From an optimization exercise on the open Yosys and OpenROAD flow, aimed at small area and a short achievable clock period; shortcuts taken in it are not production practice.
RTL that was checked went through simulation tests only; none was proved equivalent to the original.
The RTL of runs 1 to 4 was laid out without a check of its function.
Power is estimated from default activity; no workload was simulated.

`design/flow/standard.sh`:
```
#!/bin/bash
# synth_recipe.tcl (not shown) runs the flow's synth.tcl, then flattens the netlist and writes it again
# the make line also repeats each setting of config.mk as NAME=value (left out here)
make -C /OpenROAD-flow-scripts/flow DESIGN_CONFIG=/design/flow/config.mk WORK_HOME=/design/flow/orfs CLKGATE_MAP_FILE= SYNTH_SCRIPT=/design/flow/synth_recipe.tcl "${@:-finish}"
```
`design/flow/constraint.sdc`:
```
create_clock -name core_clock -period 5.0 [get_ports {clk}]
set_input_delay 1.0000 -clock core_clock [delete_from_list [all_inputs] [get_ports {clk}]]
set_output_delay 1.0000 -clock core_clock [all_outputs]
set_load 0.01 [all_outputs]
```
`design/flow/flow/run.sh`:
```
#!/bin/bash
# The standard layout, except that synthesis leaves full and half adders to ABC
# (ADDER_MAP_FILE empty: no extract_fa, no fa/ha cells); everything else is standard.sh.
set -euo pipefail
ADDER_MAP_FILE= bash standard.sh synth > synth.log 2>&1
bash standard.sh > layout.log 2>&1
```
`design/flow/config.mk`:
```
export PLATFORM = sky130hd
export DESIGN_NAME = fp16_multiplier
export DESIGN_NICKNAME = fp16_multiplier
export VERILOG_FILES = /design/flow/design.v
export SDC_FILE = /design/flow/constraint.sdc
export NUM_CORES = 4
export LEC_CHECK = 0
export CAP_MARGIN = 20
export CORE_MARGIN = 2
export CORE_UTILIZATION = 40
export SETUP_SLACK_MARGIN = 2.5
export SLEW_MARGIN = 20
```
`design/flow/design.v`:
```
`timescale 1ns / 1ps
module fp16_multiplier(
  input wire clk,
  input wire [15:0] a,
  input wire [15:0] b,
  output wire [15:0] out
);
  wire [4:0] ea = a[14:10], eb = b[14:10];
  wire [9:0] fa = a[9:0], fb = b[9:0];
  wire ea0 = ea == 5'd0, eb0 = eb == 5'd0, ea31 = &ea, eb31 = &eb;
  wire fa0 = fa == 10'd0, fb0 = fb == 10'd0;
  wire za = ea0 & fa0, zb = eb0 & fb0;
  wire ia = ea31 & fa0, ib = eb31 & fb0;
  wire s0_nan = (ea31 & ~fa0) | (eb31 & ~fb0) | (ia & zb) | (za & ib);
  wire [5:0] esum = {1'b0, ea} + {1'b0, eb};
  wire [5:0] s0_esum = (za | zb) ? 6'd0 : (ia | ib) ? 6'd63 : esum;
  reg r0_s, r0_nan;
  reg [5:0] r0_esum;
  reg [10:0] ma, mb;
  always @(posedge clk) begin
    r0_s <= a[15] ^ b[15];
    r0_nan <= s0_nan;
    r0_esum <= s0_esum;
    ma <= {~ea0, fa};
    mb <= {~eb0, fb};
  end
  wire [8:0] tza, tzb;   
  assign tza[0] = 1'b1; assign tzb[0] = 1'b1;
  genvar gk;
  generate for (gk = 1; gk <= 8; gk = gk + 1) begin : g_tz
    assign tza[gk] = tza[gk-1] & ~ma[gk-1];
    assign tzb[gk] = tzb[gk-1] & ~mb[gk-1];
  end endgenerate
  wire s1_sticky = ~|(tza & {tzb[0], tzb[1], tzb[2], tzb[3], tzb[4], tzb[5], tzb[6], tzb[7], tzb[8]});
  wire pp0_0 = ma[0] & mb[0];
  wire pp0_1 = ma[0] & mb[1];
  wire pp0_2 = ma[0] & mb[2];
  wire pp0_3 = ma[0] & mb[3];
  wire pp0_4 = ma[0] & mb[4];
  wire pp0_5 = ma[0] & mb[5];
  wire pp0_6 = ma[0] & mb[6];
  wire pp0_7 = ma[0] & mb[7];
  wire pp0_8 = ma[0] & mb[8];
  wire pp0_9 = ma[0] & mb[9];
  wire pp0_10 = ma[0] & mb[10];
  wire pp1_0 = ma[1] & mb[0];
  wire pp1_1 = ma[1] & mb[1];
  wire pp1_2 = ma[1] & mb[2];
  wire pp1_3 = ma[1] & mb[3];
  wire pp1_4 = ma[1] & mb[4];
  wire pp1_5 = ma[1] & mb[5];
  wire pp1_6 = ma[1] & mb[6];
  wire pp1_7 = ma[1] & mb[7];
  wire pp1_8 = ma[1] & mb[8];
  wire pp1_9 = ma[1] & mb[9];
  wire pp1_10 = ma[1] & mb[10];
  wire pp2_0 = ma[2] & mb[0];
  wire pp2_1 = ma[2] & mb[1];
  wire pp2_2 = ma[2] & mb[2];
  wire pp2_3 = ma[2] & mb[3];
  wire pp2_4 = ma[2] & mb[4];
  wire pp2_5 = ma[2] & mb[5];
  wire pp2_6 = ma[2] & mb[6];
  wire pp2_7 = ma[2] & mb[7];
  wire pp2_8 = ma[2] & mb[8];
  wire pp2_9 = ma[2] & mb[9];
  wire pp2_10 = ma[2] & mb[10];
  wire pp3_0 = ma[3] & mb[0];
  wire pp3_1 = ma[3] & mb[1];
  wire pp3_2 = ma[3] & mb[2];
  wire pp3_3 = ma[3] & mb[3];
  wire pp3_4 = ma[3] & mb[4];
  wire pp3_5 = ma[3] & mb[5];
  wire pp3_6 = ma[3] & mb[6];
  wire pp3_7 = ma[3] & mb[7];
  wire pp3_8 = ma[3] & mb[8];
  wire pp3_9 = ma[3] & mb[9];
  wire pp3_10 = ma[3] & mb[10];
  wire pp4_0 = ma[4] & mb[0];
  wire pp4_1 = ma[4] & mb[1];
  wire pp4_2 = ma[4] & mb[2];
  wire pp4_3 = ma[4] & mb[3];
  wire pp4_4 = ma[4] & mb[4];
  wire pp4_5 = ma[4] & mb[5];
  wire pp4_6 = ma[4] & mb[6];
  wire pp4_7 = ma[4] & mb[7];
  wire pp4_8 = ma[4] & mb[8];
  wire pp4_9 = ma[4] & mb[9];
  wire pp4_10 = ma[4] & mb[10];
  wire pp5_0 = ma[5] & mb[0];
  wire pp5_1 = ma[5] & mb[1];
  wire pp5_2 = ma[5] & mb[2];
  wire pp5_3 = ma[5] & mb[3];
  wire pp5_4 = ma[5] & mb[4];
  wire pp5_5 = ma[5] & mb[5];
  wire pp5_6 = ma[5] & mb[6];
  wire pp5_7 = ma[5] & mb[7];
  wire pp5_8 = ma[5] & mb[8];
  wire pp5_9 = ma[5] & mb[9];
  wire pp5_10 = ma[5] & mb[10];
  wire pp6_0 = ma[6] & mb[0];
  wire pp6_1 = ma[6] & mb[1];
  wire pp6_2 = ma[6] & mb[2];
  wire pp6_3 = ma[6] & mb[3];
  wire pp6_4 = ma[6] & mb[4];
  wire pp6_5 = ma[6] & mb[5];
  wire pp6_6 = ma[6] & mb[6];
  wire pp6_7 = ma[6] & mb[7];
  wire pp6_8 = ma[6] & mb[8];
  wire pp6_9 = ma[6] & mb[9];
  wire pp6_10 = ma[6] & mb[10];
  wire pp7_0 = ma[7] & mb[0];
  wire pp7_1 = ma[7] & mb[1];
  wire pp7_2 = ma[7] & mb[2];
  wire pp7_3 = ma[7] & mb[3];
  wire pp7_4 = ma[7] & mb[4];
  wire pp7_5 = ma[7] & mb[5];
  wire pp7_6 = ma[7] & mb[6];
  wire pp7_7 = ma[7] & mb[7];
  wire pp7_8 = ma[7] & mb[8];
  wire pp7_9 = ma[7] & mb[9];
  wire pp7_10 = ma[7] & mb[10];
  wire pp8_0 = ma[8] & mb[0];
  wire pp8_1 = ma[8] & mb[1];
  wire pp8_2 = ma[8] & mb[2];
  wire pp8_3 = ma[8] & mb[3];
  wire pp8_4 = ma[8] & mb[4];
  wire pp8_5 = ma[8] & mb[5];
  wire pp8_6 = ma[8] & mb[6];
  wire pp8_7 = ma[8] & mb[7];
  wire pp8_8 = ma[8] & mb[8];
  wire pp8_9 = ma[8] & mb[9];
  wire pp8_10 = ma[8] & mb[10];
  wire pp9_0 = ma[9] & mb[0];
  wire pp9_1 = ma[9] & mb[1];
  wire pp9_2 = ma[9] & mb[2];
  wire pp9_3 = ma[9] & mb[3];
  wire pp9_4 = ma[9] & mb[4];
  wire pp9_5 = ma[9] & mb[5];
  wire pp9_6 = ma[9] & mb[6];
  wire pp9_7 = ma[9] & mb[7];
  wire pp9_8 = ma[9] & mb[8];
  wire pp9_9 = ma[9] & mb[9];
  wire pp9_10 = ma[9] & mb[10];
  wire pp10_0 = ma[10] & mb[0];
  wire pp10_1 = ma[10] & mb[1];
  wire pp10_2 = ma[10] & mb[2];
  wire pp10_3 = ma[10] & mb[3];
  wire pp10_4 = ma[10] & mb[4];
  wire pp10_5 = ma[10] & mb[5];
  wire pp10_6 = ma[10] & mb[6];
  wire pp10_7 = ma[10] & mb[7];
  wire pp10_8 = ma[10] & mb[8];
  wire pp10_9 = ma[10] & mb[9];
  wire pp10_10 = ma[10] & mb[10];
  wire fs0 = pp0_9 ^ pp1_8;
  wire fc0 = pp0_9 & pp1_8;
  wire fs1 = pp0_10 ^ pp1_9 ^ pp2_8;
  wire fc1 = (pp0_10 & pp1_9) | (pp2_8 & (pp0_10 ^ pp1_9));
  wire fs2 = pp3_7 ^ pp4_6;
  wire fc2 = pp3_7 & pp4_6;
  wire fs3 = pp1_10 ^ pp2_9 ^ pp3_8;
  wire fc3 = (pp1_10 & pp2_9) | (pp3_8 & (pp1_10 ^ pp2_9));
  wire fs4 = pp4_7 ^ pp5_6;
  wire fc4 = pp4_7 & pp5_6;
  wire fs5 = pp2_10 ^ pp3_9 ^ pp4_8;
  wire fc5 = (pp2_10 & pp3_9) | (pp4_8 & (pp2_10 ^ pp3_9));
  wire fs6 = pp0_6 ^ pp1_5;
  wire fc6 = pp0_6 & pp1_5;
  wire fs7 = pp0_7 ^ pp1_6 ^ pp2_5;
  wire fc7 = (pp0_7 & pp1_6) | (pp2_5 & (pp0_7 ^ pp1_6));
  wire fs8 = pp3_4 ^ pp4_3;
  wire fc8 = pp3_4 & pp4_3;
  wire fs9 = pp0_8 ^ pp1_7 ^ pp2_6;
  wire fc9 = (pp0_8 & pp1_7) | (pp2_6 & (pp0_8 ^ pp1_7));
  wire fs10 = pp3_5 ^ pp4_4 ^ pp5_3;
  wire fc10 = (pp3_5 & pp4_4) | (pp5_3 & (pp3_5 ^ pp4_4));
  wire fs11 = pp6_2 ^ pp7_1;
  wire fc11 = pp6_2 & pp7_1;
  wire fs12 = pp2_7 ^ pp3_6 ^ pp4_5;
  wire fc12 = (pp2_7 & pp3_6) | (pp4_5 & (pp2_7 ^ pp3_6));
  wire fs13 = pp5_4 ^ pp6_3 ^ pp7_2;
  wire fc13 = (pp5_4 & pp6_3) | (pp7_2 & (pp5_4 ^ pp6_3));
  wire fs14 = pp8_1 ^ pp9_0 ^ fs0;
  wire fc14 = (pp8_1 & pp9_0) | (fs0 & (pp8_1 ^ pp9_0));
  wire fs15 = pp5_5 ^ pp6_4 ^ pp7_3;
  wire fc15 = (pp5_5 & pp6_4) | (pp7_3 & (pp5_5 ^ pp6_4));
  wire fs16 = pp8_2 ^ pp9_1 ^ pp10_0;
  wire fc16 = (pp8_2 & pp9_1) | (pp10_0 & (pp8_2 ^ pp9_1));
  wire fs17 = fc0 ^ fs2 ^ fs1;
  wire fc17 = (fc0 & fs2) | (fs1 & (fc0 ^ fs2));
  wire fs18 = pp6_5 ^ pp7_4 ^ pp8_3;
  wire fc18 = (pp6_5 & pp7_4) | (pp8_3 & (pp6_5 ^ pp7_4));
  wire fs19 = pp9_2 ^ pp10_1 ^ fc2;
  wire fc19 = (pp9_2 & pp10_1) | (fc2 & (pp9_2 ^ pp10_1));
  wire fs20 = fs4 ^ fc1 ^ fs3;
  wire fc20 = (fs4 & fc1) | (fs3 & (fs4 ^ fc1));
  wire fs21 = pp5_7 ^ pp6_6 ^ pp7_5;
  wire fc21 = (pp5_7 & pp6_6) | (pp7_5 & (pp5_7 ^ pp6_6));
  wire fs22 = pp8_4 ^ pp9_3 ^ pp10_2;
  wire fc22 = (pp8_4 & pp9_3) | (pp10_2 & (pp8_4 ^ pp9_3));
  wire fs23 = fc4 ^ fc3 ^ fs5;
  wire fc23 = (fc4 & fc3) | (fs5 & (fc4 ^ fc3));
  wire fs24 = pp3_10 ^ pp4_9 ^ pp5_8;
  wire fc24 = (pp3_10 & pp4_9) | (pp5_8 & (pp3_10 ^ pp4_9));
  wire fs25 = pp6_7 ^ pp7_6 ^ pp8_5;
  wire fc25 = (pp6_7 & pp7_6) | (pp8_5 & (pp6_7 ^ pp7_6));
  wire fs26 = pp9_4 ^ pp10_3 ^ fc5;
  wire fc26 = (pp9_4 & pp10_3) | (fc5 & (pp9_4 ^ pp10_3));
  wire fs27 = pp4_10 ^ pp5_9 ^ pp6_8;
  wire fc27 = (pp4_10 & pp5_9) | (pp6_8 & (pp4_10 ^ pp5_9));
  wire fs28 = pp7_7 ^ pp8_6 ^ pp9_5;
  wire fc28 = (pp7_7 & pp8_6) | (pp9_5 & (pp7_7 ^ pp8_6));
  wire fs29 = pp5_10 ^ pp6_9 ^ pp7_8;
  wire fc29 = (pp5_10 & pp6_9) | (pp7_8 & (pp5_10 ^ pp6_9));
  wire fs30 = pp0_4 ^ pp1_3;
  wire fc30 = pp0_4 & pp1_3;
  wire fs31 = pp0_5 ^ pp1_4 ^ pp2_3;
  wire fc31 = (pp0_5 & pp1_4) | (pp2_3 & (pp0_5 ^ pp1_4));
  wire fs32 = pp3_2 ^ pp4_1;
  wire fc32 = pp3_2 & pp4_1;
  wire fs33 = pp2_4 ^ pp3_3 ^ pp4_2;
  wire fc33 = (pp2_4 & pp3_3) | (pp4_2 & (pp2_4 ^ pp3_3));
  wire fs34 = pp5_1 ^ pp6_0 ^ fs6;
  wire fc34 = (pp5_1 & pp6_0) | (fs6 & (pp5_1 ^ pp6_0));
  wire fs35 = pp5_2 ^ pp6_1 ^ pp7_0;
  wire fc35 = (pp5_2 & pp6_1) | (pp7_0 & (pp5_2 ^ pp6_1));
  wire fs36 = fc6 ^ fs8 ^ fs7;
  wire fc36 = (fc6 & fs8) | (fs7 & (fc6 ^ fs8));
  wire fs37 = pp8_0 ^ fc8 ^ fs11;
  wire fc37 = (pp8_0 & fc8) | (fs11 & (pp8_0 ^ fc8));
  wire fs38 = fc7 ^ fs9 ^ fs10;
  wire fc38 = (fc7 & fs9) | (fs10 & (fc7 ^ fs9));
  wire fs39 = fc11 ^ fc9 ^ fc10;
  wire fc39 = (fc11 & fc9) | (fc10 & (fc11 ^ fc9));
  wire fs40 = fs12 ^ fs13 ^ fs14;
  wire fc40 = (fs12 & fs13) | (fs14 & (fs12 ^ fs13));
  wire fs41 = fc12 ^ fc13 ^ fs15;
  wire fc41 = (fc12 & fc13) | (fs15 & (fc12 ^ fc13));
  wire fs42 = fs16 ^ fc14 ^ fs17;
  wire fc42 = (fs16 & fc14) | (fs17 & (fs16 ^ fc14));
  wire fs43 = fc15 ^ fc16 ^ fs18;
  wire fc43 = (fc15 & fc16) | (fs18 & (fc15 ^ fc16));
  wire fs44 = fs19 ^ fc17 ^ fs20;
  wire fc44 = (fs19 & fc17) | (fs20 & (fs19 ^ fc17));
  wire fs45 = fc18 ^ fs21 ^ fs22;
  wire fc45 = (fc18 & fs21) | (fs22 & (fc18 ^ fs21));
  wire fs46 = fc19 ^ fc20 ^ fs23;
  wire fc46 = (fc19 & fc20) | (fs23 & (fc19 ^ fc20));
  wire fs47 = fc21 ^ fc22 ^ fs24;
  wire fc47 = (fc21 & fc22) | (fs24 & (fc21 ^ fc22));
  wire fs48 = fs25 ^ fs26 ^ fc23;
  wire fc48 = (fs25 & fs26) | (fc23 & (fs25 ^ fs26));
  wire fs49 = pp10_4 ^ fc24 ^ fc25;
  wire fc49 = (pp10_4 & fc24) | (fc25 & (pp10_4 ^ fc24));
  wire fs50 = fs27 ^ fs28 ^ fc26;
  wire fc50 = (fs27 & fs28) | (fc26 & (fs27 ^ fs28));
  wire fs51 = pp8_7 ^ pp9_6 ^ pp10_5;
  wire fc51 = (pp8_7 & pp9_6) | (pp10_5 & (pp8_7 ^ pp9_6));
  wire fs52 = fc27 ^ fc28 ^ fs29;
  wire fc52 = (fc27 & fc28) | (fs29 & (fc27 ^ fc28));
  wire fs53 = pp6_10 ^ pp7_9 ^ pp8_8;
  wire fc53 = (pp6_10 & pp7_9) | (pp8_8 & (pp6_10 ^ pp7_9));
  wire fs54 = pp9_7 ^ pp10_6 ^ fc29;
  wire fc54 = (pp9_7 & pp10_6) | (fc29 & (pp9_7 ^ pp10_6));
  wire fs55 = pp7_10 ^ pp8_9 ^ pp9_8;
  wire fc55 = (pp7_10 & pp8_9) | (pp9_8 & (pp7_10 ^ pp8_9));
  wire fs56 = pp0_3 ^ pp1_2;
  wire fc56 = pp0_3 & pp1_2;
  wire fs57 = pp2_2 ^ pp3_1 ^ pp4_0;
  wire fc57 = (pp2_2 & pp3_1) | (pp4_0 & (pp2_2 ^ pp3_1));
  wire fs58 = pp5_0 ^ fc30 ^ fs32;
  wire fc58 = (pp5_0 & fc30) | (fs32 & (pp5_0 ^ fc30));
  wire fs59 = fc32 ^ fc31 ^ fs33;
  wire fc59 = (fc32 & fc31) | (fs33 & (fc32 ^ fc31));
  wire fs60 = fc33 ^ fs35 ^ fc34;
  wire fc60 = (fc33 & fs35) | (fc34 & (fc33 ^ fs35));
  wire fs61 = fc35 ^ fs37 ^ fc36;
  wire fc61 = (fc35 & fs37) | (fc36 & (fc35 ^ fs37));
  wire fs62 = fc37 ^ fs39 ^ fc38;
  wire fc62 = (fc37 & fs39) | (fc38 & (fc37 ^ fs39));
  wire fs63 = fc39 ^ fs41 ^ fc40;
  wire fc63 = (fc39 & fs41) | (fc40 & (fc39 ^ fs41));
  wire fs64 = fc41 ^ fs43 ^ fc42;
  wire fc64 = (fc41 & fs43) | (fc42 & (fc41 ^ fs43));
  wire fs65 = fc43 ^ fs45 ^ fc44;
  wire fc65 = (fc43 & fs45) | (fc44 & (fc43 ^ fs45));
  wire fs66 = fc45 ^ fs47 ^ fs48;
  wire fc66 = (fc45 & fs47) | (fs48 & (fc45 ^ fs47));
  wire fs67 = fs49 ^ fc47 ^ fs50;
  wire fc67 = (fs49 & fc47) | (fs50 & (fs49 ^ fc47));
  wire fs68 = fs51 ^ fc49 ^ fs52;
  wire fc68 = (fs51 & fc49) | (fs52 & (fs51 ^ fc49));
  wire fs69 = fc51 ^ fs53 ^ fs54;
  wire fc69 = (fc51 & fs53) | (fs54 & (fc51 ^ fs53));
  wire fs70 = pp10_7 ^ fc53 ^ fs55;
  wire fc70 = (pp10_7 & fc53) | (fs55 & (pp10_7 ^ fc53));
  wire fs71 = pp8_10 ^ pp9_9 ^ pp10_8;
  wire fc71 = (pp8_10 & pp9_9) | (pp10_8 & (pp8_10 ^ pp9_9));
  wire fs72 = pp0_2 ^ pp1_1;
  wire fc72 = pp0_2 & pp1_1;
  wire fs73 = pp2_1 ^ pp3_0 ^ fs56;
  wire fc73 = (pp2_1 & pp3_0) | (fs56 & (pp2_1 ^ pp3_0));
  wire fs74 = fc56 ^ fs30 ^ fs57;
  wire fc74 = (fc56 & fs30) | (fs57 & (fc56 ^ fs30));
  wire fs75 = fc57 ^ fs31 ^ fs58;
  wire fc75 = (fc57 & fs31) | (fs58 & (fc57 ^ fs31));
  wire fs76 = fc58 ^ fs34 ^ fs59;
  wire fc76 = (fc58 & fs34) | (fs59 & (fc58 ^ fs34));
  wire fs77 = fc59 ^ fs36 ^ fs60;
  wire fc77 = (fc59 & fs36) | (fs60 & (fc59 ^ fs36));
  wire fs78 = fs38 ^ fc60 ^ fs61;
  wire fc78 = (fs38 & fc60) | (fs61 & (fs38 ^ fc60));
  wire fs79 = fs40 ^ fc61 ^ fs62;
  wire fc79 = (fs40 & fc61) | (fs62 & (fs40 ^ fc61));
  wire fs80 = fc62 ^ fs42 ^ fs63;
  wire fc80 = (fc62 & fs42) | (fs63 & (fc62 ^ fs42));
  wire fs81 = fs44 ^ fc63 ^ fs64;
  wire fc81 = (fs44 & fc63) | (fs64 & (fs44 ^ fc63));
  wire fs82 = fs46 ^ fc64 ^ fs65;
  wire fc82 = (fs46 & fc64) | (fs65 & (fs46 ^ fc64));
  wire fs83 = fc46 ^ fc65 ^ fs66;
  wire fc83 = (fc46 & fc65) | (fs66 & (fc46 ^ fc65));
  wire fs84 = fc48 ^ fc66 ^ fs67;
  wire fc84 = (fc48 & fc66) | (fs67 & (fc48 ^ fc66));
  wire fs85 = fc50 ^ fs68 ^ fc67;
  wire fc85 = (fc50 & fs68) | (fc67 & (fc50 ^ fs68));
  wire fs86 = fc52 ^ fs69 ^ fc68;
  wire fc86 = (fc52 & fs69) | (fc68 & (fc52 ^ fs69));
  wire fs87 = fc54 ^ fs70 ^ fc69;
  wire fc87 = (fc54 & fs70) | (fc69 & (fc54 ^ fs70));
  wire fs88 = fc55 ^ fs71 ^ fc70;
  wire fc88 = (fc55 & fs71) | (fc70 & (fc55 ^ fs71));
  wire fs89 = pp9_10 ^ pp10_9 ^ fc71;
  wire fc89 = (pp9_10 & pp10_9) | (fc71 & (pp9_10 ^ pp10_9));
  wire [7:0] lx = {fs77, fs76, fs75, fs74, fs73, pp2_0, pp0_1, pp0_0};
  wire [7:0] ly = {fc76, fc75, fc74, fc73, fc72, fs72, pp1_0, 1'b0};
  wire [8:0] lsum = {1'b0, lx} + {1'b0, ly};
  wire s1_cin = lsum[8];
  wire [21:8] s1_hx = {1'b0, pp10_10, fs89, fs88, fs87, fs86, fs85, fs84, fs83, fs82, fs81, fs80, fs79, fs78};
  wire [21:8] s1_hy = {1'b0, fc89, fc88, fc87, fc86, fc85, fc84, fc83, fc82, fc81, fc80, fc79, fc78, fc77};
  reg [21:8] r1_hx, r1_hy;
  reg r1_cin, r1_sticky, r1_nan, r1_s;
  reg [5:0] r1_esum;
  always @(posedge clk) begin
    r1_hx <= s1_hx; r1_hy <= s1_hy; r1_cin <= s1_cin; r1_sticky <= s1_sticky;
    r1_nan <= r0_nan; r1_s <= r0_s; r1_esum <= r0_esum;
  end
  wire [22:8] psum = {1'b0, r1_hx, 1'b1} + {1'b0, r1_hy, r1_cin};
  wire [21:8] s2_p = psum[22:9];
  reg [21:8] r2_p;
  reg r2_sticky, r2_nan, r2_s;
  reg [5:0] r2_esum;
  always @(posedge clk) begin
    r2_p <= s2_p; r2_sticky <= r1_sticky;
    r2_nan <= r1_nan; r2_s <= r1_s; r2_esum <= r1_esum;
  end
  wire lead = r2_p[21];
  wire [10:0] kept = lead ? r2_p[21:11] : r2_p[20:10];
  wire guard = lead ? r2_p[10] : r2_p[9];
  wire rnd = lead ? r2_p[9] : r2_p[8];
  wire ru = guard & (rnd | r2_sticky | kept[0]);
  wire [11:0] s3_sum = {1'b0, kept} + {11'd0, ru};
  wire [6:0] s3_e = {1'b0, r2_esum} + {6'd0, lead};
  reg [11:0] r3_sum;
  reg [6:0] r3_e;
  reg r3_nan, r3_s;
  always @(posedge clk) begin
    r3_sum <= s3_sum; r3_e <= s3_e; r3_nan <= r2_nan; r3_s <= r2_s;
  end
  wire of = r3_sum[11];
  wire [7:0] e = {1'b0, r3_e} + {7'd0, of};
  wire sub = e[7:4] == 4'd0;
  wire ovf = e >= 8'd46;
  wire [4:0] ex = (e[4:0] + 5'd1) ^ 5'b10000;
  wire [9:0] subf = r3_sum[11:1] >> (~r3_e[3:0]);
  wire [14:0] low = ovf ? 15'h7c00 : sub ? {5'd0, subf} : {ex, r3_sum[9:0]};
  wire [15:0] s4_out = r3_nan ? 16'h7e00 : {r3_s, low};
  reg [15:0] r4_out, r5_out;
  always @(posedge clk) begin
    r4_out <= s4_out;
    r5_out <= r4_out;
  end
  assign out = r5_out;
endmodule
```
==> results.py, run 1 <==
metrics = {
    "outcome": {
        "status": "no timing/DRC/antenna violations",
    },
    "setup_path": {
        "crit_path_max_incr_delay_ps": 560,
        "startpoint_type": "flop",
        "cp_slowest_cell": "dfxtp_2",
        "critPathMaxFanout": 18,
        "worstSetupStartpoint": "mb[6]",
        "cp.required_ps": 5300,
        "path_cells": "nand2_1 > maj3_1 > maj3_1 > xor2_1 > xnor2_1 > maj3_1",
        "critPathMostFrequentCell": "maj3_1",
        "r2r_cells": 6,
        "arrival_ps": 2730,
        "rr_startpoint": "mb[6]",
        "end_kind": "flop",
        "rrSetupSlack_ps": 2570,
        "r2r-end": "r1_hy[2]",
        "crit_end": "r1_hy[2]",
        "criticalPathCategory": "flop to flop",
    },
    "synthesis": {
        "synth_warnings": 1,
        "synth_top_cells_by_area": "dfxtp_1 34%, xnor2_1 14%, nand2_1 7.4%",
        "netlist_instances": 972,
        "synth-edff-count": 0,
        "synth_area_um2": 8290,
        "async_flop_share": 0,
        "ys.flop_type": "dfxtp_1",
        "synth_top_cell_by_area": "dfxtp_1",
        "synth-seq-area-share": 0.343,
        "syn_avg_cell_area_um2": 8.53,
        "synth_top_area_frac": 0.343,
        "ys_types": 66,
        "synth_nets": 1005,
        "synth_seq_cells": 142,
    },
    "final_layout": {
        "stdcell_count": 1284,
        "drive_gt1_frac": 0.107,
        "n_antenna_cell": 0,
        "area.growth.synth_to_final_pct": 16.5,
        "final_common_cell": "nand2_1",
        "layout_common_cells": "162 x nand2_1, 132 x xnor2_1, 120 x dfxtp_1",
        "final_core_util": 0.475,
        "num-nets-final": 1034,
    },
    "sta": {
        "fin_crit_sh": 0.487,
        "clock_skew_ps": 17.0,
        "rsz0062_at_grt": "yes",
        "finalWorstSetupSlack_ps": 2570,
        "slew_headroom": 0.525,
        "setup_tns_ps": 0,
        "hold_slack_ps": 325,
        "worst_slew_pin_slew_ps": 711,
        "slew_viol_final": 0,
        "fmax_mhz": 411,
        "timing.final.hold_violations": 0,
        "setup_violations": 0,
        "min_period_ps": 2430,
    },
    "floorplanning": {
        "fp.dieH_um": 148,
        "start_util": 0.408,
        "die_w_um": 148,
        "pin_count": 49,
        "die_area_um2": 21900,
        "rows": 52,
        "core_area_um2": 20300,
    },
    "placement": {
        "placed_cells": 1240,
        "place_ws_ps": 1980,
        "port_buffers": 48,
        "dp_hpwl_um": 11900,
        "globalplace.congestion": 0.867,
    },
    "grt": {
        "overflow": 0,
        "first_global_vias": 5964,
        "track_usage": 0.158,
        "antenna_found_initial": 0,
        "grt_max_degree": 31,
        "grt_first_pass_wirelength_um": 28200,
    },
    "drt": {
        "wl_per_cell_um": 13.3,
        "ant_nets": 0,
        "route.detailed.drc": 0,
        "vias_per_cell": 4.98,
        "first_iter_violations": 263,
        "via_count": 6392,
        "firstDrtPassIters": 5,
        "wirelength_um": 17100,
    },
    "clock_tree": {
        "cts-buffers-inserted": 17,
        "htreeDepth": 4,
        "clk_path_buf_depth": 2,
        "clock_latency_ps": 430,
        "cts_tree": "done",
        "cts_sinks": 142,
        "clkTransAtPathRegs_ps": 70,
        "root_buffer": "clkbuf_16",
    },
    "power_and_ir_drop": {
        "p_int_mw": 3.19,
        "power.density_nw_per_um2": 518,
        "combPwrFrac": 0.371,
        "p_sw_frac": 0.362,
        "p_seq_frac": 0.373,
        "clockPowerShare": 0.256,
        "p_switching_mw": 1.81,
        "peakVddDrop_mv": 0.296,
        "leakagePower_nw": 3.69,
    },
    "run": {
        "drv_cap": 0,
    },
    "min_path": {
        "hold_path_class": "flop to flop",
    },
}
-- through the flow --
step	cell area (um^2)	power, mW
floorplan	8290	3.32
global route	9650	5.36
detailed placement	8850	3.74
CTS	9520	5.04
finish	9650	5.00
global placement	8850	3.71
-- sequential cells by signal, indices dropped and copies added (netlist names), 6 cells and up --
name / count
r1_hy: 13
r0_esum: 6
mb: 11
ma: 11
r5_out: 16
r2_p: 14
r2_esum: 6
r1_esum: 6
r3_sum: 12
r4_out: 16
r1_hx: 13
r3_e: 7
-- worst min-delay path by stage --
stage	from	slack [ps]	cells after the start	end
6_report	r4_out[4]	320	0	r5_out[4]
2_1_floorplan	r0_esum[0]	310	0	r1_esum[0]
3_5_place_dp	r4_out[4]	310	0	r5_out[4]
4_1_cts	r4_out[5]	330	0	r5_out[5]
5_1_grt	r4_out[4]	330	0	r5_out[4]
3_3_place_gp	r1_s	310	0	r2_s
-- worst max-delay path, delay by kind of cell (launching register included) --
| kind | cells | cell delay, ps |
|---|---|---|
| adders and majority gates | 3 | 1180 |
| DFF | 1 | 560 |
| xor gates and xnor gates | 2 | 340 |
| and+or+nand+nor | 1 | 210 |
-- power groups by stage --
stage / sequential (mW) / clock, mW / combinational, mW
6_report: 1.87 / 1.28 / 1.85
5_1_grt: 1.93 / 1.36 / 2.07
4_1_cts: 1.87 / 1.32 / 1.85
3_5_place_dp: 1.90 / 0 / 1.84
3_3_place_gp: 1.89 / 0 / 1.83
2_1_floorplan: 1.76 / 0 / 1.56
-- layout make-up --
cell class,count,area [um^2]
clock buffers,17,425
well taps,270,338
repair buffers,61,581
clock inverters,15,191
fillers,1988,10600
flip-flops and latches,142,2910
multi-input cells,767,5170
inverters,12,45.0
-- cell usage after synthesis, types with 13 or more instances --
library cell,number
nand2_1,164
dfxtp_1,142
xnor2_1,133
nor2_1,69
xor2_1,59
maj3_1,50
a21oi_1,44
o21ai_0,39
buf_2,18
mux2i_1,18
clkbuf_1,17
a211oi_1,14
nor3_1,14
nand3_1,13
-- cells by family after synthesis --
logic type / Yosys count / share of synthesized area
AND/OR/NAND/NOR: 325 / 0.173
XOR/XNOR: 199 / 0.221
AO/OA/AOI/OAI: 164 / 0.129
flip-flops: 142 / 0.343
buffers and inverters: 63 / 0.0373
adder cells (fa/ha/maj): 58 / 0.0713
multiplexers: 21 / 0.0258
-- what timing repair did --
action | CTS | global route
pin swaps | 1 | 1
setup endpoints to repair | 16 | 21
setup buffers | 0 | 12
hold buffers | 0 | 0
gates resized for setup | 37 | 12
-- metal layers --
layer,global-route usage,share of wire
met2,0.270,0.48
met4,0.0581,0.021
met5,0,0
met3,0.0281,0.031
met1,0.199,0.46
==> inputs of run 2 (changes only) <==
==> design/flow/run.sh (new file) <==
#!/bin/bash
# synth_recipe.tcl (not shown) runs the flow's synth.tcl, then flattens the netlist and writes it again
# the make line also repeats each setting of config.mk as NAME=value (left out here)
make -C /OpenROAD-flow-scripts/flow DESIGN_CONFIG=/design/flow/config.mk WORK_HOME=/design/flow/orfs CLKGATE_MAP_FILE= SYNTH_SCRIPT=/design/flow/synth_recipe.tcl finish
removed: design/flow/flow/run.sh
removed: design/flow/standard.sh
==> run 2 against run 1 <==
Against the previous run:
- sequential power fell by 4%
- largest power group is now combinational logic
- critical endpoint is now r1_hx[5]
- sequential share of layout area fell by 0.76 points
- still clean
- global-route usage rose by 0.27 points
- final cell count fell by 8.8%
==> results.py, run 2 <==
metrics = {
    "synthesis": {
        "synth_area_um2": 8170,
        "synthTopCellsByCount": "142 x dfxtp_1, 102 x nand2_1, 95 x inv_1",
        "synth_nets": 986,
        "synth-seq-area-share": 0.348,
        "synth_top_cell_by_area": "dfxtp_1",
        "synth_seq_cells": 142,
        "async_flop_share": 0,
        "synth_warnings": 1,
        "synth_top_area_frac": 0.348,
        "syn_avg_cell_area_um2": 9.86,
        "ys_types": 59,
        "synth_top_cells_by_area": "dfxtp_1 35%, fa_1 20%, ha_1 6.4%",
        "ys.flop_type": "dfxtp_1",
        "netlist_instances": 829,
        "synth-edff-count": 0,
        "synth_most_common_cell": "dfxtp_1",
    },
    "setup_path": {
        "criticalPathCategory": "flop to flop",
        "cp.required_ps": 5300,
        "crit_path_max_incr_delay_ps": 480,
        "arrival_ps": 3260,
        "worstSetupStartpoint": "mb[8]",
        "critPathMaxFanout": 5,
        "path_cells": "nand2_4 > fa_2 > fa_1 > inv_1 > fa_1 > inv_1 > fa_1 > inv_1 > fa_1",
        "startpoint_type": "flop",
        "critical-path-top-delay-family": "adder cells",
        "cp_slowest_cell": "fa_1",
        "critPathMostFrequentCell": "fa_1",
        "rr_startpoint": "mb[8]",
        "cp.buffers_inverters": 3,
        "end_kind": "flop",
    },
    "run": {
        "drv_cap": 0,
    },
    "clock_tree": {
        "root_buffer": "clkbuf_16",
        "clkTransAtPathRegs_ps": 70,
        "htreeDepth": 4,
        "clock_latency_ps": 420,
        "cts_sinks": 142,
        "cts-buffers-inserted": 17,
        "cts_hold_buf": 0,
        "cts_tree": "done",
        "clk_path_buf_depth": 2,
    },
    "grt": {
        "grt_first_pass_wirelength_um": 27700,
        "grt_max_degree": 24,
        "antenna_found_initial": 0,
        "overflow": 0,
        "track_usage": 0.160,
        "first_global_vias": 5895,
    },
    "sta": {
        "fmax_mhz": 337,
        "setup_tns_ps": 0,
        "setup_violations": 0,
        "rsz0062_at_grt": "yes",
        "timing.final.hold_violations": 0,
        "slew_headroom": 0.655,
        "min_period_ps": 2960,
        "worst_slew_pin_slew_ps": 512,
        "fin_crit_sh": 0.593,
        "finalWorstSetupSlack_ps": 2040,
        "clock_skew_ps": 8.16,
        "slew_viol_final": 0,
    },
    "floorplanning": {
        "rows": 52,
        "fp.dieH_um": 147,
        "core_area_um2": 20200,
        "pin_count": 49,
        "die_w_um": 147,
        "die_area_um2": 21600,
        "start_util": 0.405,
    },
    "outcome": {
        "status": "no timing/DRC/antenna violations",
    },
    "min_path": {
        "hold_path_class": "flop to flop",
        "hold_start": "r4_out[3]",
    },
    "final_layout": {
        "area.growth.synth_to_final_pct": 22.0,
        "num-nets-final": 1045,
        "seq_area_um2": 2920,
        "reg.largest.list": "r4_out x16, r5_out x16, r2_p x14",
        "n_antenna_cell": 0,
        "fillers": 1892,
        "final_common_cell": "dfxtp_1",
        "drive_gt1_frac": 0.200,
        "multi_input_comb_area_um2": 4990,
        "layout_common_cells": "115 x dfxtp_1, 92 x nand2_1, 75 x inv_1",
    },
    "placement": {
        "place_ws_ps": 1820,
        "port_buffers": 48,
        "globalplace.congestion": 0.861,
        "dp_hpwl_um": 11600,
    },
    "power_and_ir_drop": {
        "power.density_nw_per_um2": 508,
        "peakVddDrop_mv": 0.284,
        "leakagePower_nw": 4.34,
    },
    "drt": {
        "wl_per_cell_um": 13.8,
        "route.detailed.drc": 0,
        "first_iter_violations": 244,
        "ant_nets": 0,
        "via_count": 5700,
        "wirelength_um": 16100,
        "firstDrtPassIters": 7,
        "vias_per_cell": 4.87,
    },
}
==> run 2: changes by cell type after synthesis, sizes merged, moves of 13 or more <==
| cell | delta |
|---|---|
| and2 | +39 |
| inv | +83 |
| buf | -23 |
| nor2 | -38 |
| xor2 | -43 |
| xnor2 | -121 |
| maj3 | -58 |
| fa | +82 |
| nand3 | +13 |
| o21ai | -32 |
| ha | +42 |
| nand2 | -64 |
==> run 2: kinds of logic (layout without fill, tap and decap cells) <==
family,Yosys count,after routing,share of synthesized area
AOI/OAI and AO/OA,106,106,0.0855
xor gates and xnor gates,30,30,0.0322
muxes,32,32,0.0475
adders and majority gates,124,124,0.265
and+or+nand+nor,260,261,0.156
DFF,142,142,0.348
buffers and inverters,135,206,0.0655
==> run 2: final timing paths <==
path                     to  slack, ps  depth (start not counted)
setup reg to reg   r1_hx[5]       2040                          9
setup / recovery   r1_hx[5]       2040                          9
hold / removal    r5_out[3]        320                          0
hold reg to reg   r5_out[3]        320                          0
==> run 2: worst reg2reg max path, cell delays in order (launching register included) <==
cell	delay, ps
dfxtp_4	410
nand2_4	60
fa_2	380
fa_1	480
inv_1	50
fa_1	480
inv_1	50
fa_1	470
inv_1	50
fa_1	410
==> run 2: area by class of cell <==
class	count	share of cell area
Multi-Input combinational cell	553	0.501
Sequential cell	142	0.293
Timing Repair Buffer	79	0.0757
Clock buffer	17	0.0427
Inverter	95	0.0358
Tap cell	270	0.0339
Clock inverter	15	0.0176
==> run 2: through the flow <==
step / area (um^2) / hold WS (ps) / util / power [mW] / std cells
5_1_grt: 9970 / 325 / 0.494 / 5.49 / 1171
6_report: 9970 / 317 / 0.494 / 5.07 / 1171
2_1_floorplan: 8420 / 310 / - / 3.26 / 829
3_5_place_dp: 8890 / 312 / 0.441 / 3.75 / 1108
3_3_place_gp: 8890 / 310 / 0.441 / 3.72 / 1108
4_1_cts: 9760 / 319 / 0.484 / 5.07 / 1157
==> run 2: metal layers <==
layer	GRT usage	wire length, um
met3	0.0444	648
met4	0.0524	206
met2	0.278	8190
met1	0.194	7060
met5	0	0
==> run 2: timing repair <==
| item | 4_1_cts | 5_1_grt |
|---|---|---|
| pin swaps | 16 | 16 |
| gates resized for setup | 58 | 40 |
| setup endpoints to repair | 41 | 41 |
| cloned | 1 | 0 |
| hold endpoints to repair | 0 | 0 |
| buffers inserted | 16 | 14 |
==> run 2: where the power goes <==
group / internal, mW / leakage (nW) / switching (mW)
sequential: 1.53 / 1.20 / 0.269
clock: 0.713 / 0.293 / 0.549
combinational: 1.01 / 2.85 / 0.998
==> inputs of run 3 (changes only) <==
==> design/flow/flow/run.sh (new file) <==
#!/bin/bash
# The standard layout (standard.sh), with two changes:
# - synthesis leaves full and half adders to ABC (ADDER_MAP_FILE empty: no extract_fa,
#   no fa/ha cells);
# - the port buffers are buf_2 cells instead of the delay buffers buffer_ports picks.
set -euo pipefail
ADDER_MAP_FILE= bash standard.sh synth > synth.log 2>&1
BUFFER_PORTS_ARGS="-buffer_cell sky130_fd_sc_hd__buf_2" bash standard.sh > layout.log 2>&1
==> design/flow/standard.sh (new file) <==
#!/bin/bash
# synth_recipe.tcl (not shown) runs the flow's synth.tcl, then flattens the netlist and writes it again
# the make line also repeats each setting of config.mk as NAME=value (left out here)
make -C /OpenROAD-flow-scripts/flow DESIGN_CONFIG=/design/flow/config.mk WORK_HOME=/design/flow/orfs CLKGATE_MAP_FILE= SYNTH_SCRIPT=/design/flow/synth_recipe.tcl "${@:-finish}"
--- a/design/flow/config.mk
+++ b/design/flow/config.mk
@@ -10,3 +10,3 @@
 export CORE_UTILIZATION = 40
-export SETUP_SLACK_MARGIN = 2.5
+export SETUP_SLACK_MARGIN = 3.0
 export SLEW_MARGIN = 20
removed: design/flow/run.sh
==> run 3 against run 2 <==
Against the previous run:
- clock skew grew 17 ps
- hold slack gained 3.6 ps
- clock power grew 3%
- non-clock buffer count grew 115
- final cell count grew 21%
- still clean
- largest cell class unchanged
- routed wire length grew 38%
- register-to-register slack gained 580 ps
- power grew 9.5%
- clock-buffer cell count is the same
- die area grew 1.4%
==> results.py, run 3 <==
metrics = {
    "outcome": {
        "status": "no timing/DRC/antenna violations",
    },
    "power_and_ir_drop": {
        "power.total_mw": 5.55,
        "power.density_nw_per_um2": 476,
        "leakagePower_nw": 4.86,
        "peakVddDrop_mv": 0.309,
    },
    "setup_path": {
        "startpoint_type": "flop",
        "criticalPathCategory": "flop to flop",
        "critPathMaxFanout": 6,
        "end_kind": "flop",
        "arrival_ps": 2700,
        "cp.required_ps": 5310,
    },
    "drt": {
        "ant_nets": 0,
        "vias_per_cell": 5.22,
        "route.detailed.drc": 0,
        "firstDrtPassIters": 5,
        "wl_per_cell_um": 15.7,
        "via_count": 7397,
        "wirelength_um": 22200,
        "first_iter_violations": 371,
    },
    "sta": {
        "worst_slew_pin_slew_ps": 450,
        "setup_tns_ps": 0,
        "slew_headroom": 0.698,
        "setup_violations": 0,
        "rsz0062_at_grt": "yes",
        "fin_crit_sh": 0.477,
        "slew_viol_final": 0,
        "min_period_ps": 2390,
        "clock_skew_ps": 25.0,
        "finalWorstSetupSlack_ps": 2610,
        "fmax_mhz": 419,
        "hold_slack_ps": 321,
        "timing.final.hold_violations": 0,
    },
    "final_layout": {
        "drive_gt1_frac": 0.398,
        "n_antenna_cell": 0,
        "area.growth.synth_to_final_pct": 40.8,
        "num-nets-final": 1167,
        "layout_common_cells": "129 x nand2_1, 111 x dfxtp_1, 94 x buf_4",
        "stdcell_area_um2": 11700,
        "reg.largest.list": "r4_out x16, r5_out x16, r2_p x14",
        "final_common_cell": "nand2_1",
    },
    "synthesis": {
        "ys.flop_type": "dfxtp_1",
        "synth_most_common_cell": "nand2_1",
        "synth-seq-area-share": 0.343,
        "synth_nets": 1005,
        "synth_top_area_frac": 0.343,
        "synth_area_um2": 8290,
        "synth_top_cells_by_area": "dfxtp_1 34%, xnor2_1 14%, nand2_1 7.4%",
        "synth-edff-count": 0,
        "synthTopCellsByCount": "164 x nand2_1, 142 x dfxtp_1, 133 x xnor2_1",
        "syn_avg_cell_area_um2": 8.53,
        "async_flop_share": 0,
        "synth_top_cell_by_area": "dfxtp_1",
        "synth_warnings": 1,
        "netlist_instances": 972,
        "ys_types": 66,
        "synth_seq_cells": 142,
    },
    "clock_tree": {
        "root_buffer": "clkbuf_16",
        "cts_sinks": 142,
        "clk_path_buf_depth": 2,
        "htreeDepth": 4,
        "clkTransAtPathRegs_ps": 70,
        "clock_latency_ps": 450,
        "cts_tree": "done",
        "cts-buffers-inserted": 17,
    },
    "floorplanning": {
        "fp.dieH_um": 148,
        "start_util": 0.408,
        "core_area_um2": 20300,
        "pin_count": 49,
        "die_w_um": 148,
        "rows": 52,
        "die_area_um2": 21900,
    },
    "placement": {
        "dp_hpwl_um": 11600,
        "place_ws_ps": 2010,
        "place_area_um2": 8710,
        "port_buffers": 48,
        "globalplace.congestion": 0.801,
    },
    "grt": {
        "grt_max_degree": 31,
        "grt_first_pass_wirelength_um": 31800,
        "antenna_found_initial": 0,
        "track_usage": 0.181,
        "overflow": 0,
        "first_global_vias": 6721,
    },
    "run": {
        "drv_cap": 0,
    },
    "min_path": {
        "hold_path_class": "flop to flop",
    },
}
[run 3: changes by cell type in the layout (fill, tap and decap cells not counted), sizes merged, moves of 38 or more]
cell           delta
and2             -39
buf             +161
clkdlybuf4s50    -48
fa               -82
ha               -42
inv              -80
maj3             +58
nand2            +64
nor2             +38
xnor2           +121
xor2             +43
[run 3: critical path, cell delays in order, from the launching register on]
cell and delay [ps]:
dfxtp_1 370, nor2_2 130, o21ai_1 80, maj3_2 320, maj3_1 390, a211o_4 340, maj3_2 330, maj3_2 300
[run 3: worst paths after layout]
path | cells after the start | start | slack, ps | to
min reg2reg | 0 | r1_esum[3] | 320 | r2_esum[3]
max reg2reg | 7 | r1_hx[8] | 2610 | r2_p[21]
min | 0 | r1_esum[3] | 320 | r2_esum[3]
max | 7 | r1_hx[8] | 2610 | r2_p[21]
[run 3: logic make-up after synthesis]
logic type      Yosys count  share of synthesized area
compound gates          164                      0.129
xor+xnor                199                      0.221
mux                      21                     0.0258
flops                   142                      0.343
fa+ha+maj                58                     0.0713
simple gates            325                      0.173
buf+inv                  63                     0.0373
[run 3: where the power goes]
group          internal, mW  leakage [nW]  switching, mW
Combinational          1.29          3.36           1.10
Clock                 0.721         0.297          0.583
Sequential             1.53          1.20          0.323
Total                  3.54          4.86           2.01
[run 3: routing by layer]
layer  vias to the layer above  share of wire  GRT usage
met3                        72          0.051     0.0383
li1                       3624              -          -
met1                      3454           0.40      0.218
met5                         -              0          0
met4                         0          0.040     0.0905
met2                       247           0.50      0.307
[run 3: what timing repair did]
| item | in CTS | in global routing |
|---|---|---|
| hold buffers | 0 | 0 |
| gates resized for setup | 145 | 135 |
| pin swaps | 73 | 82 |
| buffers inserted | 101 | 43 |
| gates cloned | 0 | 1 |
| endpoints found under the setup margin | 46 | 47 |
[run 3: stage by stage]
step	util	std cells
after detailed placement	0.429	1240
after global routing	0.575	1417
after CTS	0.529	1373
final	0.575	1417
after floorplan	-	972
after global placement	0.429	1240
[run 3: final cells by class]
cell class,instances,area [um^2]
tap,270,338
timing repair buffer,194,1680
inverter,12,45.0
clock inverter,15,186
multi-input combinational,767,6050
fill,1717,8630
clock buffer,17,425
sequential,142,2940
==> inputs of run 4 (changes only) <==
--- a/design/flow/config.mk
+++ b/design/flow/config.mk
@@ -10,3 +10,3 @@
 export CORE_UTILIZATION = 40
-export SETUP_SLACK_MARGIN = 3.0
+export SETUP_SLACK_MARGIN = 2.5
 export SLEW_MARGIN = 20
==> run 4 against run 3 <==
Against the previous run:
- core utilization shrank 11 points
- critical path type unchanged
- combinational power shrank 25%
- flip-flop and latch count is the same
- non-clock buffer count shrank 127
- power shrank 11%
- clock skew shrank 10 ps
- critical endpoint unchanged
==> results.py, run 4 <==
metrics = {
    "sta": {
        "setup_violations": 0,
        "slew_headroom": 0.509,
        "slew_viol_final": 0,
        "setup_tns_ps": 0,
        "fmax_mhz": 412,
        "clock_skew_ps": 15.0,
        "rsz0062_at_grt": "yes",
        "min_period_ps": 2430,
        "timing.final.hold_violations": 0,
        "worst_slew_pin_slew_ps": 736,
        "fin_crit_sh": 0.486,
    },
    "setup_path": {
        "cp.required_ps": 5310,
        "rr_startpoint": "r1_cin",
        "critPathMaxFanout": 3,
        "startpoint_type": "flop",
        "arrival_ps": 2740,
        "crit_path_max_incr_delay_ps": 350,
        "critical-path-top-delay-family": "adder cells",
        "r2r-end": "r2_p[21]",
        "end_kind": "flop",
        "cp_slowest_cell": "dfxtp_1",
        "r2r_cells": 7,
        "cp.buffers_inverters": 0,
        "path_cells": "maj3_2 > a211o_2 > a31oi_4 > a21oi_2 > a211o_2 > maj3_2 > maj3_2",
        "critPathMostFrequentCell": "maj3_2",
        "criticalPathCategory": "flop to flop",
        "rrSetupSlack_ps": 2570,
    },
    "synthesis": {
        "synth_area_um2": 8290,
        "synth_top_cells_by_area": "dfxtp_1 34%, xnor2_1 14%, nand2_1 7.4%",
        "synth_seq_cells": 142,
        "ys_types": 66,
        "synth_top_cell_by_area": "dfxtp_1",
        "synthTopCellsByCount": "164 x nand2_1, 142 x dfxtp_1, 133 x xnor2_1",
        "ys.flop_type": "dfxtp_1",
        "synth_warnings": 1,
        "synth-edff-count": 0,
        "synth_top_area_frac": 0.343,
        "synth_nets": 1005,
        "async_flop_share": 0,
        "synth_most_common_cell": "nand2_1",
        "syn_avg_cell_area_um2": 8.53,
        "netlist_instances": 972,
        "synth-seq-area-share": 0.343,
    },
    "clock_tree": {
        "htreeDepth": 4,
        "root_buffer": "clkbuf_16",
        "clock_latency_ps": 430,
        "cts_hold_buf": 0,
        "clkTransAtPathRegs_ps": 70,
        "cts_tree": "done",
        "clk_path_buf_depth": 2,
        "cts-buffers-inserted": 17,
        "cts_sinks": 142,
    },
    "floorplanning": {
        "core_area_um2": 20300,
        "die_w_um": 148,
        "start_util": 0.408,
        "fp.dieH_um": 148,
        "rows": 52,
        "pin_count": 49,
        "die_area_um2": 21900,
    },
    "final_layout": {
        "reg.largest.list": "r4_out x16, r5_out x16, r2_p x14",
        "drive_gt1_frac": 0.155,
        "n_antenna_cell": 0,
        "num-nets-final": 1040,
        "stdcell_count": 1290,
        "layout_common_cells": "163 x nand2_1, 133 x xnor2_1, 119 x dfxtp_1",
        "area.growth.synth_to_final_pct": 14.0,
        "final_common_cell": "nand2_1",
    },
    "drt": {
        "firstDrtPassIters": 5,
        "wl_per_cell_um": 12.7,
        "route.detailed.drc": 0,
        "via_count": 6429,
        "wirelength_um": 16300,
        "first_iter_violations": 311,
        "ant_nets": 0,
        "vias_per_cell": 4.98,
    },
    "placement": {
        "port_buffers": 48,
        "globalplace.congestion": 0.838,
        "dp_hpwl_um": 11500,
        "placed_cells": 1240,
    },
    "grt": {
        "antenna_found_initial": 0,
        "grt_first_pass_wirelength_um": 27000,
        "track_usage": 0.151,
        "grt_max_degree": 31,
        "first_global_vias": 5713,
        "overflow": 0,
    },
    "run": {
        "drv_cap": 0,
    },
    "min_path": {
        "hold_path_class": "flop to flop",
        "holdPathStages": 0,
        "hold_start": "r0_s",
        "min_to": "r1_s",
    },
    "power_and_ir_drop": {
        "power.density_nw_per_um2": 520,
        "leakagePower_nw": 3.71,
        "peakVddDrop_mv": 0.284,
    },
    "outcome": {
        "status": "no timing/DRC/antenna violations",
    },
}
[run 4: cell count changes in the layout (fill, tap and decap cells not counted), moves of 10 or more]
cell     change
buf_6       -35
nand2_4     -12
maj3_1      +32
xor2_1      +11
nand2_1     +34
xor2_2      -10
maj3_2      -32
nand2_2     -21
xnor2_1     +45
xnor2_2     -39
buf_4       -76
[run 4: routing by layer]
metal / track usage / vias to the layer above / share of wire
li1: - / 3376 / -
met2: 0.260 / 125 / 0.48
met3: 0.0299 / 10 / 0.043
met5: 0 / - / 0
met1: 0.193 / 2918 / 0.47
met4: 0.0433 / 0 / 0.0080
[run 4: kinds of logic (layout without fill, tap and decap cells)]
| kind of cell | Yosys count | count (layout) | synth area share |
|---|---|---|---|
| and+or+nand+nor | 325 | 325 | 0.173 |
| muxes | 21 | 21 | 0.0258 |
| xor gates and xnor gates | 199 | 199 | 0.221 |
| adders and majority gates | 58 | 58 | 0.0713 |
| buffers and inverters | 63 | 111 | 0.0373 |
| DFF | 142 | 142 | 0.343 |
| AOI/OAI and AO/OA | 164 | 164 | 0.129 |
[run 4: worst max-delay path by stage]
stage	startpoint	cells after the start	slack [ps]	end
2_1_floorplan	a[11]	7	2560	r0_esum[5]
6_report	r1_cin	7	2570	r2_p[21]
3_3_place_gp	ma[0]	8	2080	r1_cin
5_1_grt	mb[2]	8	2420	r1_cin
4_1_cts	ma[0]	8	2490	r1_cin
3_5_place_dp	ma[0]	8	2020	r1_cin
[run 4: per-stage QoR]
stage / area (um^2) / power (mW) / utilization / worst slack, ps / hold WS, ps
after floorplan: 8290 / 3.32 / - / 2560 / 310
after global placement: 8610 / 3.63 / 0.424 / 2080 / 310
after detailed placement: 8610 / 3.66 / 0.424 / 2020 / 312
after CTS: 9280 / 4.95 / 0.457 / 2490 / 319
after global routing: 9450 / 5.28 / 0.466 / 2420 / 325
final: 9450 / 4.91 / 0.466 / 2570 / 317
[run 4: area by class of cell]
| cell class | instances | area, um^2 |
|---|---|---|
| inverters | 12 | 45.0 |
| clock buffers | 17 | 425 |
| flip-flops and latches | 142 | 2910 |
| well taps | 270 | 338 |
| clock inverters | 15 | 194 |
| fillers | 1977 | 10800 |
| multi-input cells | 767 | 5140 |
| repair buffers | 67 | 395 |
[run 4: timing repair]
| item | in CTS | in global routing |
|---|---|---|
| endpoints found under the hold margin | 0 | 0 |
| gates resized for setup | 28 | 15 |
| pin swaps | 0 | 1 |
| endpoints found under the setup margin | 16 | 15 |
| buffers inserted | 0 | 18 |
[run 4: power by group]
part           switching, mW  leakage [nW]  internal, mW
registers              0.332          1.20          1.52
clock network          0.588         0.299         0.681
logic                  0.866          2.22         0.923
==> inputs of run 5 (changes only) <==
--- a/design/flow/design.v
+++ b/design/flow/design.v
@@ -7,4 +7,11 @@
 );
-  wire [4:0] ea = a[14:10], eb = b[14:10];
-  wire [9:0] fa = a[9:0], fb = b[9:0];
+  reg r0_s;
+  reg [14:0] r0_a, r0_b;
+  always @(posedge clk) begin
+    r0_s <= a[15] ^ b[15];
+    r0_a <= a[14:0];
+    r0_b <= b[14:0];
+  end
+  wire [4:0] ea = r0_a[14:10], eb = r0_b[14:10];
+  wire [9:0] fa = r0_a[9:0], fb = r0_b[9:0];
   wire ea0 = ea == 5'd0, eb0 = eb == 5'd0, ea31 = &ea, eb31 = &eb;
@@ -13,15 +20,6 @@
   wire ia = ea31 & fa0, ib = eb31 & fb0;
-  wire s0_nan = (ea31 & ~fa0) | (eb31 & ~fb0) | (ia & zb) | (za & ib);
+  wire s1_nan = (ea31 & ~fa0) | (eb31 & ~fb0) | (ia & zb) | (za & ib);
   wire [5:0] esum = {1'b0, ea} + {1'b0, eb};
-  wire [5:0] s0_esum = (za | zb) ? 6'd0 : (ia | ib) ? 6'd63 : esum;
-  reg r0_s, r0_nan;
-  reg [5:0] r0_esum;
-  reg [10:0] ma, mb;
-  always @(posedge clk) begin
-    r0_s <= a[15] ^ b[15];
-    r0_nan <= s0_nan;
-    r0_esum <= s0_esum;
-    ma <= {~ea0, fa};
-    mb <= {~eb0, fb};
-  end
+  wire [5:0] s1_esum = (za | zb) ? 6'd0 : (ia | ib) ? 6'd63 : esum;
+  wire [10:0] ma = {~ea0, fa}, mb = {~eb0, fb};
   wire [8:0] tza, tzb;   
@@ -346,21 +344,22 @@
     r1_hx <= s1_hx; r1_hy <= s1_hy; r1_cin <= s1_cin; r1_sticky <= s1_sticky;
-    r1_nan <= r0_nan; r1_s <= r0_s; r1_esum <= r0_esum;
+    r1_nan <= s1_nan; r1_s <= r0_s; r1_esum <= s1_esum;
   end
-  wire [22:8] psum = {1'b0, r1_hx, 1'b1} + {1'b0, r1_hy, r1_cin};
-  wire [21:8] s2_p = psum[22:9];
-  reg [21:8] r2_p;
-  reg r2_sticky, r2_nan, r2_s;
+  wire [21:8] p = r1_hx + r1_hy + {13'd0, r1_cin};
+  wire lead = p[21];
+  wire [10:0] kept = lead ? p[21:11] : p[20:10];
+  wire guard = lead ? p[10] : p[9];
+  wire rnd = lead ? p[9] : p[8];
+  wire s2_ru = guard & (rnd | r1_sticky | kept[0]);
+  reg [10:0] r2_kept;
+  reg r2_ru, r2_lead, r2_nan, r2_s;
   reg [5:0] r2_esum;
   always @(posedge clk) begin
-    r2_p <= s2_p; r2_sticky <= r1_sticky;
+    r2_kept <= kept; r2_ru <= s2_ru; r2_lead <= lead;
     r2_nan <= r1_nan; r2_s <= r1_s; r2_esum <= r1_esum;
   end
-  wire lead = r2_p[21];
-  wire [10:0] kept = lead ? r2_p[21:11] : r2_p[20:10];
-  wire guard = lead ? r2_p[10] : r2_p[9];
-  wire rnd = lead ? r2_p[9] : r2_p[8];
-  wire ru = guard & (rnd | r2_sticky | kept[0]);
-  wire [11:0] s3_sum = {1'b0, kept} + {11'd0, ru};
-  wire [6:0] s3_e = {1'b0, r2_esum} + {6'd0, lead};
-  reg [11:0] r3_sum;
+  wire [11:0] sum = {1'b0, r2_kept} + {11'd0, r2_ru};
+  wire of = sum[11];
+  wire [10:0] s3_frac = {sum[10] | of, sum[9:0]};
+  wire [6:0] s3_e = {1'b0, r2_esum} + {6'd0, r2_lead} + {6'd0, of};
+  reg [10:0] r3_frac;
   reg [6:0] r3_e;
@@ -368,11 +367,9 @@
   always @(posedge clk) begin
-    r3_sum <= s3_sum; r3_e <= s3_e; r3_nan <= r2_nan; r3_s <= r2_s;
+    r3_frac <= s3_frac; r3_e <= s3_e; r3_nan <= r2_nan; r3_s <= r2_s;
   end
-  wire of = r3_sum[11];
-  wire [7:0] e = {1'b0, r3_e} + {7'd0, of};
-  wire sub = e[7:4] == 4'd0;
-  wire ovf = e >= 8'd46;
-  wire [4:0] ex = (e[4:0] + 5'd1) ^ 5'b10000;
-  wire [9:0] subf = r3_sum[11:1] >> (~r3_e[3:0]);
-  wire [14:0] low = ovf ? 15'h7c00 : sub ? {5'd0, subf} : {ex, r3_sum[9:0]};
+  wire sub = r3_e[6:4] == 3'd0;
+  wire ovf = r3_e >= 7'd46;
+  wire [4:0] ex = (r3_e[4:0] + 5'd1) ^ 5'b10000;
+  wire [9:0] subf = r3_frac[10:1] >> (~r3_e[3:0]);
+  wire [14:0] low = ovf ? 15'h7c00 : sub ? {5'd0, subf} : {ex, r3_frac[9:0]};
   wire [15:0] s4_out = r3_nan ? 16'h7e00 : {r3_s, low};
==> design/flow/run.sh (new file) <==
#!/bin/bash
# synth_recipe.tcl (not shown) runs the flow's synth.tcl, then flattens the netlist and writes it again
# the make line also repeats each setting of config.mk as NAME=value (left out here)
make -C /OpenROAD-flow-scripts/flow DESIGN_CONFIG=/design/flow/config.mk WORK_HOME=/design/flow/orfs CLKGATE_MAP_FILE= SYNTH_SCRIPT=/design/flow/synth_recipe.tcl finish
--- a/design/flow/config.mk
+++ b/design/flow/config.mk
@@ -10,3 +10,2 @@
 export CORE_UTILIZATION = 40
-export SETUP_SLACK_MARGIN = 2.5
 export SLEW_MARGIN = 20
removed: design/flow/flow/run.sh
removed: design/flow/standard.sh
==> run 5 against run 4 <==
Against the previous run:
- critical endpoint is now r1_hx[5]
- die area decreased by 6.5%
- via count down 22%
- non-clock buffer count down 19
- first-iteration DRC count decreased by 33%
- core utilization rose by 1.3 points
- design area fell by 4.6%
- critical path type unchanged
- synthesized area fell by 6.6%
- worst setup slack got worse by 1200 ps
- flip-flop and latch count shrank 2
==> results.py, run 5 <==
metrics = {
    "outcome": {
        "status": "no timing/DRC/antenna violations",
    },
    "clock_tree": {
        "root_buffer": "clkbuf_16",
        "cts-buffers-inserted": 17,
        "clk_path_buf_depth": 2,
        "cts.repair.resized": 0,
        "clock_latency_ps": 420,
        "htreeDepth": 4,
        "cts_sinks": 140,
        "cts_hold_buf": 0,
        "clkTransAtPathRegs_ps": 70,
        "cts_tree": "done",
        "postCtsSetupBuffers": 0,
    },
    "floorplanning": {
        "die_area_um2": 20500,
        "pin_count": 49,
        "start_util": 0.411,
        "die_w_um": 143,
        "fp.dieH_um": 143,
        "core_area_um2": 18800,
        "rows": 50,
    },
    "grt": {
        "grt_first_pass_wirelength_um": 24200,
        "track_usage": 0.150,
        "antenna_found_initial": 0,
        "overflow": 0,
        "first_global_vias": 5128,
        "grt_max_degree": 21,
    },
    "final_layout": {
        "area.growth.synth_to_final_pct": 16.5,
        "final_common_cell": "dfxtp_1",
        "final_core_util": 0.479,
        "multi_input_comb_area_um2": 4390,
        "layout_common_cells": "140 x dfxtp_1, 111 x inv_1, 88 x nand2_1",
        "fillers": 1762,
        "seq_area_um2": 2800,
        "num-nets-final": 967,
        "reg.largest.list": "r4_out x16, r5_out x16",
        "stdcell_count": 1085,
        "stdcell_area_um2": 9010,
        "drive_gt1_frac": 0.0655,
        "n_antenna_cell": 0,
    },
    "setup_path": {
        "crit_end": "r1_hx[5]",
        "worstSetupStartpoint": "r0_b[10]",
        "critPathMaxFanout": 13,
        "startpoint_type": "flop",
        "r2r-end": "r1_hx[5]",
        "rr_startpoint": "r0_b[10]",
        "rrSetupSlack_ps": 1320,
        "r2r_cells": 12,
        "arrival_ps": 3970,
        "criticalPathCategory": "flop to flop",
        "cp.required_ps": 5290,
        "end_kind": "flop",
    },
    "power_and_ir_drop": {
        "power.density_nw_per_um2": 529,
        "peakVddDrop_mv": 0.279,
        "power.total_mw": 4.77,
        "leakagePower_nw": 4.02,
    },
    "min_path": {
        "hold_path_class": "flop to flop",
    },
    "sta": {
        "slew_viol_final": 0,
        "slew_headroom": 0.448,
        "fin_crit_sh": 0.735,
        "rsz0062_at_grt": "no",
        "fmax_mhz": 272,
        "clock_skew_ps": 13.9,
        "worst_slew_pin_slew_ps": 821,
        "timing.final.hold_violations": 0,
        "min_period_ps": 3680,
        "setup_violations": 0,
        "finalWorstSetupSlack_ps": 1320,
        "setup_tns_ps": 0,
        "hold_slack_ps": 321,
    },
    "drt": {
        "vias_per_cell": 4.64,
        "via_count": 5037,
        "route.detailed.drc": 0,
        "wl_per_cell_um": 13.0,
        "ant_nets": 0,
        "wirelength_um": 14100,
        "first_iter_violations": 207,
        "firstDrtPassIters": 4,
    },
    "placement": {
        "port_buffers": 48,
        "placed_cells": 1053,
        "place_area_um2": 8410,
        "place_ws_ps": 1360,
        "dp_hpwl_um": 10500,
        "globalplace.congestion": 0.823,
    },
    "synthesis": {
        "synth-edff-count": 0,
        "synth_top_cell_by_area": "dfxtp_1",
        "synth-seq-area-share": 0.362,
        "synth_nets": 933,
        "synth_top_cells_by_area": "dfxtp_1 36%, fa_1 22%, ha_1 6.1%",
        "synth_seq_cells": 140,
        "ys.flop_type": "dfxtp_1",
        "synth_area_um2": 7740,
        "synth_top_area_frac": 0.362,
        "async_flop_share": 0,
        "netlist_instances": 778,
        "synth_most_common_cell": "dfxtp_1",
        "syn_avg_cell_area_um2": 9.94,
        "ys_types": 58,
        "synthTopCellsByCount": "140 x dfxtp_1, 111 x inv_1, 88 x nand2_1",
        "synth_warnings": 1,
    },
    "run": {
        "drv_cap": 0,
    },
}
-- run 5: cell count changes after synthesis, sizes merged, moves of 24 or more --
cell	delta
nand2	-78
nor2	-31
xor2	-44
o21ai	-24
ha	+38
buf	-30
inv	+99
and2	+53
fa	+84
maj3	-58
xnor2	-122
-- run 5: logic make-up (layout without fill, tap and decap cells) --
logic type,count (synthesis),count (layout),synth area share
and+or+nand+nor,237,237,0.149
buffers and inverters,144,191,0.0705
DFF,140,140,0.362
adders and majority gates,122,122,0.279
AOI/OAI and AO/OA,86,86,0.0773
xor gates and xnor gates,28,28,0.0317
muxes,21,21,0.0306
-- run 5: power breakdown --
group          switching [mW]  total [mW]  leakage [nW]  internal (mW)
combinational           0.892        1.78          2.56          0.890
sequential              0.236        1.74          1.18           1.50
clock                   0.536        1.25         0.289          0.714
total                    1.66        4.77          4.02           3.10
-- run 5: cell type report --
class | count | area share
repair buffers | 48 | 0.0533
well taps | 260 | 0.0361
inverters | 111 | 0.0462
flip-flops and latches | 140 | 0.311
clock inverters | 15 | 0.0194
multi-input cells | 494 | 0.487
clock buffers | 17 | 0.0472
-- run 5: per-layer routing --
layer  routed length, um  global-route usage  vias to the layer above
met5                   0                   0                        -
met4                 221              0.0532                        0
met3                 487              0.0312                       21
met2                6630               0.248                      102
met1                6720               0.197                     2396
li1                    -                   -                     2518
-- run 5: how the worst min path moves through the flow --
stage                     from          to  slack (ps)  cells after the start
floorplan                 r0_s        r1_s         310                      0
global placement     r4_out[4]   r5_out[4]         310                      0
detailed placement  r4_out[12]  r5_out[12]         310                      0
CTS                 r4_out[15]  r5_out[15]         320                      0
global route        r1_esum[0]  r2_esum[0]         330                      0
finish               r4_out[0]   r5_out[0]         320                      0
-- run 5: worst max-delay path, stage by stage (launching register included) --
cell	delay, ps
dfxtp_1	320
nor3_1	200
nand2_1	350
and2_1	320
fa_1	420
inv_1	80
fa_1	420
inv_1	90
fa_1	410
inv_1	80
fa_1	400
inv_1	80
fa_1	390

-- afterwards: timing with drivers on the ports --
No port has a modelled driver above. Below, the same layouts with a new extraction and two added sets of constraints. Step 1: set_driving_cell puts a clkbuf_16 on clk and a buf_2 on each other input, an assumption about the parent block. Step 2 also shifts input and output timing later by t, the mid clock arrival at the registers, as if the neighbouring blocks saw the same clock. Three values: ideal, step 1, step 2; two values: the first two.
run	t (ns)	setup WS [ns]	clock arrival spread, ns	worst register clock-pin slew, ns	worst slew at a driven data input, ns
run 1	0.471	2.567 / 2.567 / 2.167	0.017 / 0.018	0.07 / 0.07	0.04
run 2	0.461	2.037 / 2.037 / 2.037	0.009 / 0.009	0.07 / 0.07	0.03
run 3	0.483	2.615 / 2.615 / 2.539	0.026 / 0.025	0.08 / 0.08	0.05
run 4	0.462	2.572 / 2.572 / 2.347	0.018 / 0.018	0.07 / 0.07	0.04
run 5	0.454	1.323 / 1.323 / 1.323	0.014 / 0.014	0.07 / 0.07	0.04
After both steps setup and hold are still met in every run listed. The setup slack of run 1, which loses most, moves by 0.000 ns with the drivers and by -0.400 ns with both steps.
